From an optimization exercise on the open Yosys and OpenROAD flow, aimed at small area; shortcuts taken in it are not production practice.
Where RTL was checked, it was by simulation tests only, not by an equivalence proof against the original.
Power figures rest on the tool's default switching activity, not on a simulated workload.

## vga_top
module vga_top(clk, ACL_MISO, ACL_MOSI, ACL_SCLK, ACL_CSN, reset, en, del, switch_input, vga_r, vga_g, vga_b, h_sync, v_sync, LED);
Settings: LEC_CHECK=0, CAP_MARGIN=20, CORE_MARGIN=2, CORE_UTILIZATION=40, CTS_BUF_LIST=sky130_fd_sc_hd__clkbuf_4 sky130_fd_sc_hd__clkbuf_8, CTS_CLUSTER_DIAMETER=500, CTS_CLUSTER_SIZE=60, SLEW_MARGIN=20; clock period 10.0 ns.
run.sh (not shown) runs the stock make flow with config.mk's settings and CLKGATE_MAP_FILE= SYNTH_SCRIPT=/design/flow/synth_recipe.tcl, a recipe that flattens the netlist after the stock synthesis.
The starting point finished clean.
==> next run, changes <==
Settings changed: CTS_BUF_LIST sky130_fd_sc_hd__clkbuf_4 sky130_fd_sc_hd__clkbuf_8 to unset, CTS_CLUSTER_SIZE 60 to 100.
The changed run completed without violations.
Core utilization rises by 0.56 points.
Power rises by 12%.
Clock power rises by 34%.
Routed wire length rises by 0.80%.
Die area does not change.
Fmax rises by 0.61%.
Area after synthesis stays the same.
Clock-buffer cell count does not change.
Via count rises by 0.45%.
Function was not checked in any run of this note: the RTL went through the layout flow alone.


Another version of the RTL of vga_top (not shown whole).
Size: about 630 cells after synthesis, roughly 30 I/O pins, about 0.0051 mm² of cells after synthesis.
## vga_top
module vga_top(clk, ACL_MISO, ACL_MOSI, ACL_SCLK, ACL_CSN, reset, en, del, switch_input, vga_r, vga_g, vga_b, h_sync, v_sync, LED);
    input clk, reset, en, del;
    input [5:0] switch_input;
    input ACL_MISO;
    output ACL_MOSI, ACL_SCLK, ACL_CSN;
    output [1:0] LED;
    output [3:0] vga_r, vga_g, vga_b;
    output h_sync, v_sync;
    wire ce, ce_fall, ledOn, char, moved;
    wire clean_en, clean_del, en_press, del_press;
    wire [4:0] letter1, letter2, letter3;
    wire [1:0] acl_data;
    clk_divider clkDiv (clk, reset, ce, ce_fall);
    accelerometer_SPI acl(
        .clk(clk),
        .rst(reset),
        .ce(ce),
        .ce_fall(ce_fall),
        .miso(ACL_MISO),
        .sclk(ACL_SCLK),
        .mosi(ACL_MOSI),
        .cs(ACL_CSN),
        .acl_data(acl_data),
        .moved(moved)
    );
    debouncer debEN(clk, reset, en, clean_en, en_press);
    debouncer debDEL(clk, reset, del, clean_del, del_press);
    letter_decoder ltrd(
        .clk(clk),
        .rst(reset),
        .en(en_press),
        .del(del_press),
        .switch_input(switch_input),
        .tilt_input(acl_data),
        .moved(moved),
        .letter1(letter1),
        .letter2(letter2),
        .letter3(letter3)
    );
    vga_controller vga_con(clk, reset, ce, letter1, letter2, letter3, h_sync, v_sync, ledOn, char);
    reg lit_r;
    always @(posedge clk)
        if (reset)
            lit_r <= 1'b0;
  ...
export LEC_CHECK = 0
export CAP_MARGIN = 20
export CORE_MARGIN = 2
export CORE_UTILIZATION = 40
export SLEW_MARGIN = 20
create_clock -name core_clock -period 10.0 [get_ports {clk}]
standard.sh (not shown) runs the stock make flow with config.mk's settings and CLKGATE_MAP_FILE= SYNTH_SCRIPT=/design/flow/synth_recipe.tcl, a recipe that flattens the netlist after the stock synthesis.
==> flow/flow/run.sh <==
#!/bin/bash
# Own layout flow: the standard synthesis; then the combinational logic
# of that netlist is synthesised again with stronger ABC scripts (deepsyn,
# a few seeds in parallel, the smallest result kept), keeping every register
# cell as it is; then the standard layout from the new netlist, with a
# lighter clock tree and port buffers. Each tool's output goes to a log of
# its own here.
set -euo pipefail
W=$(cd "$(dirname "$0")/.." && pwd)
F=$W/flow
cd "$W"
R=$W/orfs/results/${FLOW_PLATFORM:-sky130hd}/vga_top/base
YOSYS=$(command -v yosys || echo "$FLOW_HOME/../tools/install/yosys/bin/yosys")
LIB=$FLOW_HOME/platforms/sky130hd/lib/sky130_fd_sc_hd__tt_025C_1v80.lib
DEEP_S=${DEEP_S:-600}
SEEDS=${SEEDS:-"1 2 3 4"}

bash standard.sh synth > "$W/synth.log" 2>&1
cp "$R/1_2_yosys.v" "$W/1_2_yosys.std.v"

python3 "$F/mk_techmap.py" "$LIB" "$W/comb_map.v" > "$W/techmap.log" 2>&1 || true
printf 'set_driving_cell sky130_fd_sc_hd__buf_1\nset_load 5\n' > "$W/abc.constr"

# resyn SEED SCRIPT: writes $W/resyn_SEED.v and $W/resyn_SEED.area
resyn() {
  local s=$1 script=$2
  sed -e "s/@DEEP_S@/$DEEP_S/" -e "s/@SEED@/$s/" "$F/$script" > "$W/resyn_$s.abc"
  "$YOSYS" -l "$W/resyn_$s.log" -p "
    read_liberty -lib $LIB
    read_verilog $W/1_2_yosys.std.v
    hierarchy -top $FLOW_TOP
    techmap -map $W/comb_map.v
    techmap
    opt -purge
    abc -script $W/resyn_$s.abc -liberty $LIB -dont_use *probe* -dont_use *lpflow* -constr $W/abc.constr -D 10000
    opt_clean -purge
    hilomap -singleton -hicell sky130_fd_sc_hd__conb_1 HI -locell sky130_fd_sc_hd__conb_1 LO
    insbuf -buf sky130_fd_sc_hd__buf_1 A X
    write_verilog -noattr -nohex -nodec $W/resyn_$s.v
    tee -o $W/resyn_$s.stat stat -liberty $LIB
  " > /dev/null 2>&1 || return 0
  grep -E "Chip area" "$W/resyn_$s.stat" | awk '{print $NF}' > "$W/resyn_$s.area" || true
}
if [[ -s $W/comb_map.v ]]; then
  for s in $SEEDS; do
    ( resyn "$s" resyn.abc; [[ -s $W/resyn_$s.area ]] || resyn "$s" resyn_safe.abc ) &
  done
  wait
fi

# keep a new netlist only if it has the same register cells, by name and type
regs() { grep -oE '^\s*sky130_fd_sc_hd__[a-z]*df[a-z]*_[0-9]+\s+\S+' "$1" | awk '{print $1, $2}' | sort; }
regs "$W/1_2_yosys.std.v" > "$W/regs.std"
best=""; best_area=""
for s in $SEEDS; do
  [[ -s $W/resyn_$s.area && -s $W/resyn_$s.v ]] || continue
  regs "$W/resyn_$s.v" > "$W/regs.$s"
  if [[ -s $W/regs.std ]] && cmp -s "$W/regs.std" "$W/regs.$s"; then
    a=$(cat "$W/resyn_$s.area")
    if [[ -z $best ]] || python3 -c "import sys; sys.exit(0 if float('$a') < float('$best_area') else 1)"; then
      best=$s; best_area=$a
    fi
  fi
done
if [[ -n $best ]]; then
  cp "$W/resyn_$best.v" "$R/1_2_yosys.v"
  echo "using the re-synthesised netlist of seed $best (area $best_area)" > "$W/resyn.choice"
else
  echo "using the standard netlist" > "$W/resyn.choice"
fi
rm -f "$R/1_synth.odb" "$R/1_synth.sdc"

# clock tree of clkbuf_8 without dummy loads; port buffers of buf_1
bash standard.sh \
  "CTS_ARGS=-sink_clustering_enable -repair_clock_nets -dont_use_dummy_load -buf_list sky130_fd_sc_hd__clkbuf_8 -root_buf sky130_fd_sc_hd__clkbuf_8 -tree_buf sky130_fd_sc_hd__clkbuf_8 -sink_clustering_buffer sky130_fd_sc_hd__clkbuf_8" \
  "BUFFER_PORTS_ARGS=-buffer_cell sky130_fd_sc_hd__buf_1" \
  finish > "$W/layout.log" 2>&1
==> flow/flow/resyn.abc <==
strash
&get -n
&deepsyn -T @DEEP_S@ -S @SEED@
&st
&dch
&nf -R 1000
&put
mfs3 -a
topo
stime -c
==> flow/flow/resyn_safe.abc <==
strash
&get -n
&deepsyn -T @DEEP_S@ -S @SEED@
&st
&dch
&nf -R 1000
&put
topo
stime -c
Other scripts of this flow, unchanged in this note and not shown: flow/flow/mk_techmap.py
Edit:
--- a/flow/flow/run.sh
+++ b/flow/flow/run.sh
@@ -3,2 +3,2 @@
-# of that netlist is synthesised again with stronger ABC scripts (deepsyn,
-# a few seeds in parallel, the smallest result kept), keeping every register
+# of that netlist is synthesised again with stronger ABC scripts (deepsyn
+# with a dozen seeds, NUM_CORES at a time, the smallest result kept), keeping every register
@@ -15,2 +15,3 @@
-DEEP_S=${DEEP_S:-600}
-SEEDS=${SEEDS:-"1 2 3 4"}
+DEEP_S=${DEEP_S:-400}
+SEEDS=${SEEDS:-"1 2 3 4 5 6 7 8 9 10 11 12"}
+JOBS=${NUM_CORES:-4}
@@ -45,0 +47 @@
+    while (( $(jobs -rp | wc -l) >= JOBS )); do wait -n || true; done
Design area does not change.
Setup slack does not change.
Combinational power hardly moves.
Die area stays the same.
Via count is unchanged.

==> separate check: timing with driven ports <==
How much do the figures lean on ideal ports? The routed layouts below were timed once more, with nothing changed but the port constraints. Step 1: set_driving_cell puts a clkbuf_16 on clk and a buf_2 on each other input, an assumption about the parent block. Step 2, shift: input delay + t, output delay - t, t = (earliest + latest rising clock arrival at the registers) / 2. This alone moves slack from input paths to output paths. Three values: ideal ports, drivers, drivers and shift; two values: the first two.
run | shift t [ns] | slack for setup (ns) | worst register clock-pin slew, ns
the first run of note 1 | 0.416 | 4.791 / 4.757 / 5.173 | 0.12 / 0.12
the second run of note 1 | 0.394 | 4.823 / 4.783 / 5.177 | 0.08 / 0.08
the first run of note 2 | 0.407 | 5.254 / 5.220 / 5.535 | 0.11 / 0.11
the second run of note 2 | 0.407 | 5.254 / 5.220 / 5.535 | 0.11 / 0.11
After both steps setup and hold are still met in every run listed.
